Source: an optimization exercise on an open RTL-to-GDS flow (aim: small area, a short achievable clock period and few clock cycles per item). Production flows keep margins and buffers that such runs may drop. Only simulation tests tie the RTL to the original design; equivalence was not proved. The flow treats the clock pin as an ideal source. Dropping or thinning the clock tree relies on that and would not hold on a real chip. Power and IR drop assume default switching activity.

// fib_good
module fib_good #(
    parameter int INPUT_WIDTH = 6,
    parameter int OUTPUT_WIDTH = 32
) (
    input  logic                    clk,
    input  logic                    rst,
    input  logic                    go,
    input  logic [ INPUT_WIDTH-1:0] n,
    output logic [OUTPUT_WIDTH-1:0] result,
    output logic                    overflow,
    output logic                    done
);
Size in the first run: about 410 cells after synthesis, about 41 flip-flops, roughly 3200 sq um of cells after synthesis.
make LEC_CHECK=0 CAP_MARGIN=20 CORE_MARGIN=2 CORE_UTILIZATION=30 SLEW_MARGIN=20 finish   # period 5.0 ns
run.sh (not shown) runs the stock make flow with config.mk's settings and CLKGATE_MAP_FILE= SYNTH_SCRIPT=/design/flow/synth_recipe.tcl, a recipe that flattens the netlist after the stock synthesis.
Testbench counts at the start, summed over its fixed seeds: cycles 4,800, items 2,400.
Then changed:
--- a/flow/config.mk
+++ b/flow/config.mk
@@ -10,0 +11 @@
+export SETUP_SLACK_MARGIN = 3.2
The changed run passed the timing, design-rule and antenna checks.
Core utilization is higher by 4.2 points.
Routed wire length is higher by about a fifth.
Worst setup slack is better by 1.2 ns.
Flip-flop and latch count stays the same.
Final cell count is higher by a few percent.

---

build 23:
The RTL this note starts from:
==> flow/design.v <==
module fib_good #(
    parameter int INPUT_WIDTH = 6,
    parameter int OUTPUT_WIDTH = 32
) (
    input  logic                    clk,
    input  logic                    rst,
    input  logic                    go,
    input  logic [ INPUT_WIDTH-1:0] n,
    output logic [OUTPUT_WIDTH-1:0] result,
    output logic                    overflow,
    output logic                    done
);
  localparam logic [63:0] COL0 = 64'hdb6db6db6db6db6c;
  localparam logic [63:0] COL1 = 64'h0c30c30c30c30c30;
  localparam logic [63:0] COL2 = 64'h0b40b40b40b40b40;
  localparam logic [63:0] COL3 = 64'hd180aed180aed180;
  localparam logic [63:0] COL4 = 64'hba00a8616d1eba00;
  localparam logic [63:0] COL5 = 64'h176d1deceba5cc00;
  localparam logic [63:0] COL6 = 64'ha2eba65d3173d000;
  localparam logic [63:0] COL7 = 64'haf31733d41426000;
  localparam logic [63:0] COL8 = 64'hc42cf42637828000;
  localparam logic [63:0] COL9 = 64'hb3464345996f0000;
  localparam logic [63:0] COL10 = 64'h1985ef5e17840000;
  localparam logic [63:0] COL11 = 64'hccde5f5379680000;
  localparam logic [63:0] COL12 = 64'hbd0852e2fa300000;
  localparam logic [63:0] COL13 = 64'hcbbde28297400000;
  localparam logic [63:0] COL14 = 64'h0a1082b479800000;
  localparam logic [63:0] COL15 = 64'hd1a0b475fa000000;
  localparam logic [63:0] COL16 = 64'hba1bc32e4c000000;
  localparam logic [63:0] COL17 = 64'h7accb42850000000;
  localparam logic [63:0] COL18 = 64'h4c66759de0000000;
  localparam logic [63:0] COL19 = 64'h8b332e1080000000;
  localparam logic [63:0] COL20 = 64'hd1999ecd00000000;
  localparam logic [63:0] COL21 = 64'h0cccc86600000000;
  localparam logic [63:0] COL22 = 64'h0bd0bde800000000;
  localparam logic [63:0] COL23 = 64'h67d67d3000000000;
  localparam logic [63:0] COL24 = 64'h5fd5fd4000000000;
  localparam logic [63:0] COL25 = 64'h890e4b8000000000;
  localparam logic [63:0] COL26 = 64'h67be8a0000000000;
  localparam logic [63:0] COL27 = 64'he97ebc0000000000;
  localparam logic [63:0] COL28 = 64'h8793100000000000;
  localparam logic [63:0] COL29 = 64'h6979a00000000000;
  localparam logic [63:0] COL30 = 64'h314cc00000000000;
  localparam logic [63:0] COL31 = 64'h9a3d000000000000;
  localparam logic [63:0] COL32 = 64'hfffe000000000000;
  logic busy_r, done_r;
  logic [5:0] n_r;
  logic start;
  logic [32:0] rom;
  logic [32:0] res_r;
  assign start = go & ~busy_r;
  always_ff @(posedge clk or posedge rst) begin
    if (rst) begin
      busy_r <= 1'b0;
      done_r <= 1'b0;
    end else begin
      busy_r <= start;
      done_r <= busy_r | (done_r & ~go);
    end
  end
  always_ff @(posedge clk) begin
    if (start) n_r <= n;
  end
  always_ff @(posedge clk) begin
    res_r <= rom;
  end
  assign rom[0] = COL0[n_r];
  assign rom[1] = COL1[n_r];
  assign rom[2] = COL2[n_r];
  assign rom[3] = COL3[n_r];
  assign rom[4] = COL4[n_r];
  assign rom[5] = COL5[n_r];
  assign rom[6] = COL6[n_r];
  assign rom[7] = COL7[n_r];
  assign rom[8] = COL8[n_r];
  assign rom[9] = COL9[n_r];
  assign rom[10] = COL10[n_r];
  assign rom[11] = COL11[n_r];
  assign rom[12] = COL12[n_r];
  assign rom[13] = COL13[n_r];
  assign rom[14] = COL14[n_r];
  assign rom[15] = COL15[n_r];
  assign rom[16] = COL16[n_r];
  assign rom[17] = COL17[n_r];
  assign rom[18] = COL18[n_r];
  assign rom[19] = COL19[n_r];
  assign rom[20] = COL20[n_r];
  assign rom[21] = COL21[n_r];
  assign rom[22] = COL22[n_r];
  assign rom[23] = COL23[n_r];
  assign rom[24] = COL24[n_r];
  assign rom[25] = COL25[n_r];
  assign rom[26] = COL26[n_r];
  assign rom[27] = COL27[n_r];
  assign rom[28] = COL28[n_r];
  assign rom[29] = COL29[n_r];
  assign rom[30] = COL30[n_r];
  assign rom[31] = COL31[n_r];
  assign rom[32] = COL32[n_r];
  assign done = done_r;
  assign {overflow, result} = res_r;
endmodule
export LEC_CHECK = 0
export ABC_AREA = 1
export CAP_MARGIN = 20
export CORE_MARGIN = 2
export CORE_UTILIZATION = 30
export PLACE_DENSITY = 0.8
export SETUP_SLACK_MARGIN = 3.2
export SLEW_MARGIN = 20
create_clock -name core_clock -period 5.0 [get_ports {clk}]
standard.sh (not shown) runs the stock make flow with config.mk's settings and CLKGATE_MAP_FILE= SYNTH_SCRIPT=/design/flow/synth_recipe.tcl, a recipe that flattens the netlist after the stock synthesis.
==> flow/flow/run.sh <==
#!/bin/bash
# Own layout flow:
#  1. the standard synthesis (standard.sh synth), unchanged;
#  2. its combinational logic re-mapped by ABC (flow/remap.tcl, flow/remap.abc),
#     every flip-flop kept as synthesized, with its name and cell;
#  3. the standard floorplan and placement, with the delay cells
#     (dlymetal*, dlygate*, clkdlybuf*) added to the don't-use list;
#  4. a clock tree of one level, two clock buffers each driving half the flip-flops (flow/cts1.tcl)
#     in place of the standard clock tree synthesis, then timing repair;
#  5. the standard global and detailed routing and finishing.
# Each tool's output goes to a log file of its own in this folder.
set -euo pipefail
W=$PWD
R=$W/orfs/results/$FLOW_PLATFORM/fib_good/base
P=$FLOW_HOME/platforms/$FLOW_PLATFORM
LIB=$P/lib/sky130_fd_sc_hd__tt_025C_1v80.lib
DU="$(cat $W/flow/dont_use.txt)"

bash standard.sh synth > $W/1_standard_synth.log 2>&1
cp $R/1_2_yosys.v $W/standard_synth.v
IN=$W/standard_synth.v OUT=$R/1_2_yosys.v LIB=$LIB TOP=$FLOW_TOP \
  ABCSCRIPT=$W/flow/remap.abc yosys -c $W/flow/remap.tcl > $W/2_remap.log 2>&1
rm -f $R/1_synth.odb $R/1_synth.sdc

bash standard.sh "DONT_USE_CELLS=$DU" place > $W/3_place.log 2>&1

RESULTS_DIR=$R PLATFORM_DIR=$P LIB_FILE=$LIB DONT_USE="$DU" \
  CLKBUF=sky130_fd_sc_hd__clkbuf_16 NBUF=2 SETUP_SLACK_MARGIN=3.25 \
  openroad -no_init -exit $W/flow/cts1.tcl > $W/4_cts.log 2>&1

bash standard.sh "DONT_USE_CELLS=$DU" finish > $W/5_route_finish.log 2>&1
==> flow/flow/cts1.tcl <==
# Clock tree of one level: the clock port drives NBUF clock buffers, each
# placed at the centre of its cluster of flip-flops and driving their clock
# pins; the clusters come from a k-means split of the flip-flop positions.
# env: RESULTS_DIR, PLATFORM_DIR, LIB_FILE, DONT_USE, CLKBUF, NBUF, SETUP_SLACK_MARGIN
read_db $::env(RESULTS_DIR)/3_place.odb
read_liberty $::env(LIB_FILE)
read_sdc $::env(RESULTS_DIR)/3_place.sdc
source $::env(PLATFORM_DIR)/setRC.tcl
set_dont_use $::env(DONT_USE)

set block [ord::get_db_block]
set clk [$block findNet clk]
set master [[ord::get_db] findMaster $::env(CLKBUF)]
set k $::env(NBUF)

# clock pins and their positions
set pins {}
foreach it [$clk getITerms] {
  set bb [[$it getInst] getBBox]
  lappend pins [list $it [expr {([$bb xMin] + [$bb xMax]) / 2.0}] [expr {([$bb yMin] + [$bb yMax]) / 2.0}]]
}
set pins [lsort -real -index 1 $pins]
set n [llength $pins]
# initial centres: spread along x
set cx {}; set cy {}
for {set j 0} {$j < $k} {incr j} {
  set p [lindex $pins [expr {int(($j + 0.5) * $n / $k)}]]
  lappend cx [lindex $p 1]; lappend cy [lindex $p 2]
}
for {set iter 0} {$iter < 20} {incr iter} {
  set assign {}
  foreach p $pins {
    set best 0; set bd 1e30
    for {set j 0} {$j < $k} {incr j} {
      set d [expr {abs([lindex $p 1] - [lindex $cx $j]) + abs([lindex $p 2] - [lindex $cy $j])}]
      if {$d < $bd} { set bd $d; set best $j }
    }
    lappend assign $best
  }
  set sx [lrepeat $k 0.0]; set sy [lrepeat $k 0.0]; set sc [lrepeat $k 0]
  foreach p $pins a $assign {
    lset sx $a [expr {[lindex $sx $a] + [lindex $p 1]}]
    lset sy $a [expr {[lindex $sy $a] + [lindex $p 2]}]
    lset sc $a [expr {[lindex $sc $a] + 1}]
  }
  for {set j 0} {$j < $k} {incr j} {
    if {[lindex $sc $j] > 0} {
      lset cx $j [expr {[lindex $sx $j] / [lindex $sc $j]}]
      lset cy $j [expr {[lindex $sy $j] / [lindex $sc $j]}]
    }
  }
}
for {set j 0} {$j < $k} {incr j} {
  set buf [odb::dbInst_create $block $master clkbuf_root_$j]
  set net [odb::dbNet_create $block clknet_root_$j]
  $net setSigType CLOCK
  [$buf findITerm A] connect $clk
  [$buf findITerm X] connect $net
  $buf setLocation [expr {int([lindex $cx $j])}] [expr {int([lindex $cy $j])}]
  $buf setPlacementStatus PLACED
  lappend nets $net
}
foreach p $pins a $assign {
  set it [lindex $p 0]
  $it disconnect
  $it connect [lindex $nets $a]
}
puts "clock buffers: $k, pins per buffer: $sc"
detailed_placement
set_propagated_clock [all_clocks]
estimate_parasitics -placement
report_clock_latency
report_worst_slack -max
if {[info exists ::env(SETUP_SLACK_MARGIN)]} {
  repair_timing -setup_margin $::env(SETUP_SLACK_MARGIN) -repair_tns 100 -verbose
  detailed_placement
  estimate_parasitics -placement
}
report_worst_slack -max
report_worst_slack -min
report_checks -group_path_count 5 -format end
report_design_area
check_placement
write_db $::env(RESULTS_DIR)/4_1_cts.odb
write_sdc -no_timestamp $::env(RESULTS_DIR)/4_cts.sdc
==> flow/flow/remap.abc <==
strash
dch
map -a
strash
dch
map -a
strash
dch
map -B 0.9 -D 900
topo
stime -c
buffer -c
upsize -c -D 900
dnsize -c -D 900
stime -c
Other scripts of this flow, unchanged in this note and not shown: flow/flow/dont_use.txt, flow/flow/remap.tcl
Build 23 went all the way through synthesis, placement and routing and the layout is clean on timing, DRC and antenna.
Testbench counts of build 23, summed over its fixed seeds: cycles 4,800, items 2,400.
Modified inputs, build 48 compared to build 23
- swapping 30 for 40 in CORE_UTILIZATION
- clearing PLACE_DENSITY, which used to be 0.8
- swapping 3.2 for 3.25 in SETUP_SLACK_MARGIN
--- outcome ---
Build 23: all stages complete, timing, DRC and antenna checks passed
Build 48 was carried through to the last stage, and its layout satisfied the timing, design-rule and antenna checks.
Build 48 supports a higher top clock frequency than build 23.
Going from build 23 to build 48, the reported net switching power was found to have gone down by 5.0%.
[build 48] global-route track usage on met3 rose 0.23 points relative to build 23
Delta (build 48 minus build 23): power decreased 1.8%, global-route met2 utilization increased 8.5 points, die span in x decreased 12 um, first-pass GRT wire length decreased about 9%.
Delta (build 48 minus build 23): combinational power shrank by about 4%, wire length on met2 shrank by about 13%.
For build 67, these inputs were changed with respect to build 48:
- SETUP_SLACK_MARGIN now 3.2, was 3.25
- CORE_UTILIZATION now 50, was 40
-- flow/flow/run.sh --
<<< build 48, line 27
RESULTS_DIR=$R PLATFORM_DIR=$P LIB_FILE=$LIB DONT_USE="$DU" \
  CLKBUF=sky130_fd_sc_hd__clkbuf_16 NBUF=2 SETUP_SLACK_MARGIN=3.25 \
  openroad -no_init -exit $W/flow/cts1.tcl > $W/4_cts.log 2>&1
>>> build 67, line 27
RESULTS_DIR=$R PLATFORM_DIR=$P LIB_FILE=$LIB DONT_USE="$DU" \
  CLKBUF=sky130_fd_sc_hd__clkbuf_16 NBUF=2 SETUP_SLACK_MARGIN=3.35 \
  openroad -no_init -exit $W/flow/cts1.tcl > $W/4_cts.log 2>&1
==> comparison <==
In the tables for build 67 and build 48, sum of internal, switching and leakage power reads lower with build 48. Compared with build 48, power in the clock group in build 67 increased by a few percent. Looking at build 67 and build 48, the netlist area before placement is a wash. On total leakage power, build 67 does worse than build 48. Build 67 vs. build 48: wire length on met1 up 2.3%, die area down about 20%, highest cell delay on the worst timing path down 0.03 ns, final instance count without filler cells down 2.6%, proportion of power drawn by the clock network flat.
Inputs modified between build 67 and build 36:
- CORE_UTILIZATION now 30, was 50
-- flow/flow/run.sh --
<<< build 67, line 27
RESULTS_DIR=$R PLATFORM_DIR=$P LIB_FILE=$LIB DONT_USE="$DU" \
  CLKBUF=sky130_fd_sc_hd__clkbuf_16 NBUF=2 SETUP_SLACK_MARGIN=3.35 \
  openroad -no_init -exit $W/flow/cts1.tcl > $W/4_cts.log 2>&1
>>> build 36, line 27
RESULTS_DIR=$R PLATFORM_DIR=$P LIB_FILE=$LIB DONT_USE="$DU" \
  CLKBUF=sky130_fd_sc_hd__clkbuf_16 NBUF=2 SETUP_SLACK_MARGIN=3.25 \
  openroad -no_init -exit $W/flow/cts1.tcl > $W/4_cts.log 2>&1
==> flow/flow/remap.abc <==
strash
dch
map -a
strash
dch
map -a
strash
dch
map -B 0.9 -D 1050
topo
stime -c
buffer -c
upsize -c -D 1050
dnsize -c -D 1050
stime -c
==> comparison <==
| setup slack | lower: build 36 |
Register-to-register slack: build 36 worse than build 67
Of build 36 and build 67, the run reporting the lower share of power burned in combinational logic was build 36.
On first-pass GRT wire length, build 36 does worse than build 67.
Comparing build 36 against build 67, there is no change at all in max-slew violation total from the final report.
Relative to build 36, the following input files were edited for build 71:
==> flow/flow/remap.abc <==
strash
dch
map -a
strash
dch
map -a
strash
dch
map -B 0.9 -D 800
topo
stime -c
buffer -c
upsize -c -D 800
dnsize -c -D 800
stime -c
- All of build 36 and build 71 finish clean.
- Comparing worst relative slew slack for build 36 and build 71, the smaller number came from build 36.
- Measured against each other, build 36 and build 71 differ in global-route met2 utilization, the higher figure coming from build 36.
- In terms of fraction of power consumed by sequential logic, build 71 and build 36 differ only marginally.
- Placer's final routability congestion estimate in build 71 is 0.010 above build 36.
- | final instance area | build 36 vs build 71 | ≈ equal |
- Sum of net half-perimeters after detailed placement ends up higher on build 71.
- The lower worst setup slack after placement of build 36 and build 71 is in build 36.
> inputs changed (build 71 -> build 59)
- SETUP_SLACK_MARGIN now 3.25, was 3.2
==> flow/flow/remap.abc <==
strash
dch
map -a
strash
dch
map -a
strash
dch
map -B 0.9 -D 850
topo
stime -c
buffer -c
upsize -c -D 850
dnsize -c -D 850
stime -c
Notes after the runs:
The final cell count without fillers on build 71 is in line with that on build 59. Per the comparison of build 59 with build 71, cell area after placement stayed essentially flat, utilization rose by 0.48 points, post-route cell area rose by about 1.4%, total power rose by about 0.7%, clock skew stayed essentially flat. As far as summed instance area of the synthesized netlist is concerned, build 59 and build 71 perform about the same. Relative to build 71, the fmax measured on build 59 has increased by a few percent. Share of final-layout standard cells stronger than drive strength 1 for build 59: 1.2 points up relative to build 71. On area overhead of the layout relative to synthesis: build 59 sits above build 71.
In every run of this note, the design's own scripts or RTL, not TritonCTS, make the clock network.

==> re-timing with driven ports <==
The flow's constraints put no driver on any port. The routed layouts listed below were extracted and timed again, unchanged, in two steps. Step 1, drivers: a clkbuf_16 drives clk and a buf_2 each remaining input, both assumed. Step 2 adds t to the input delays and takes it off the output delays; t is the mean of the earliest and latest rising clock arrival at the registers after step 1. Input paths then give back, and output paths get back, about the clock's delay inside the block. Three values: no drivers, after step 1, after step 2; two values: the first two.
| run | shift t [ns] | setup slack, ns | worst setup path at the end | worst data-port slew with drivers (ns) |
|---|---|---|---|---|
| the first run of note 1 | 0.334 | 1.926 / 1.926 / 1.926 | register to register | 0.03 |
| the second run of note 1 | 0.340 | 3.077 / 3.077 / 2.945 | input to register | 0.03 |
| build 23 | 0.200 | 3.228 / 3.228 / 3.228 | register to register | 0.03 |
| build 48 | 0.196 | 3.279 / 3.279 / 3.271 | input to register | 0.03 |
| build 67 | 0.196 | 3.242 / 3.242 / 3.242 | register to register | 0.03 |
| build 36 | 0.198 | 3.192 / 3.192 / 3.192 | register to register | 0.03 |
| build 71 | 0.200 | 3.260 / 3.260 / 3.260 | register to register | 0.03 |
| build 59 | 0.200 | 3.328 / 3.294 / 3.277 | input to register | 0.03 |
After both steps setup and hold are still met in every run listed. The setup slack of the second run of note 1, which loses most, moves by 0.000 ns with the drivers and by -0.132 ns with both steps.
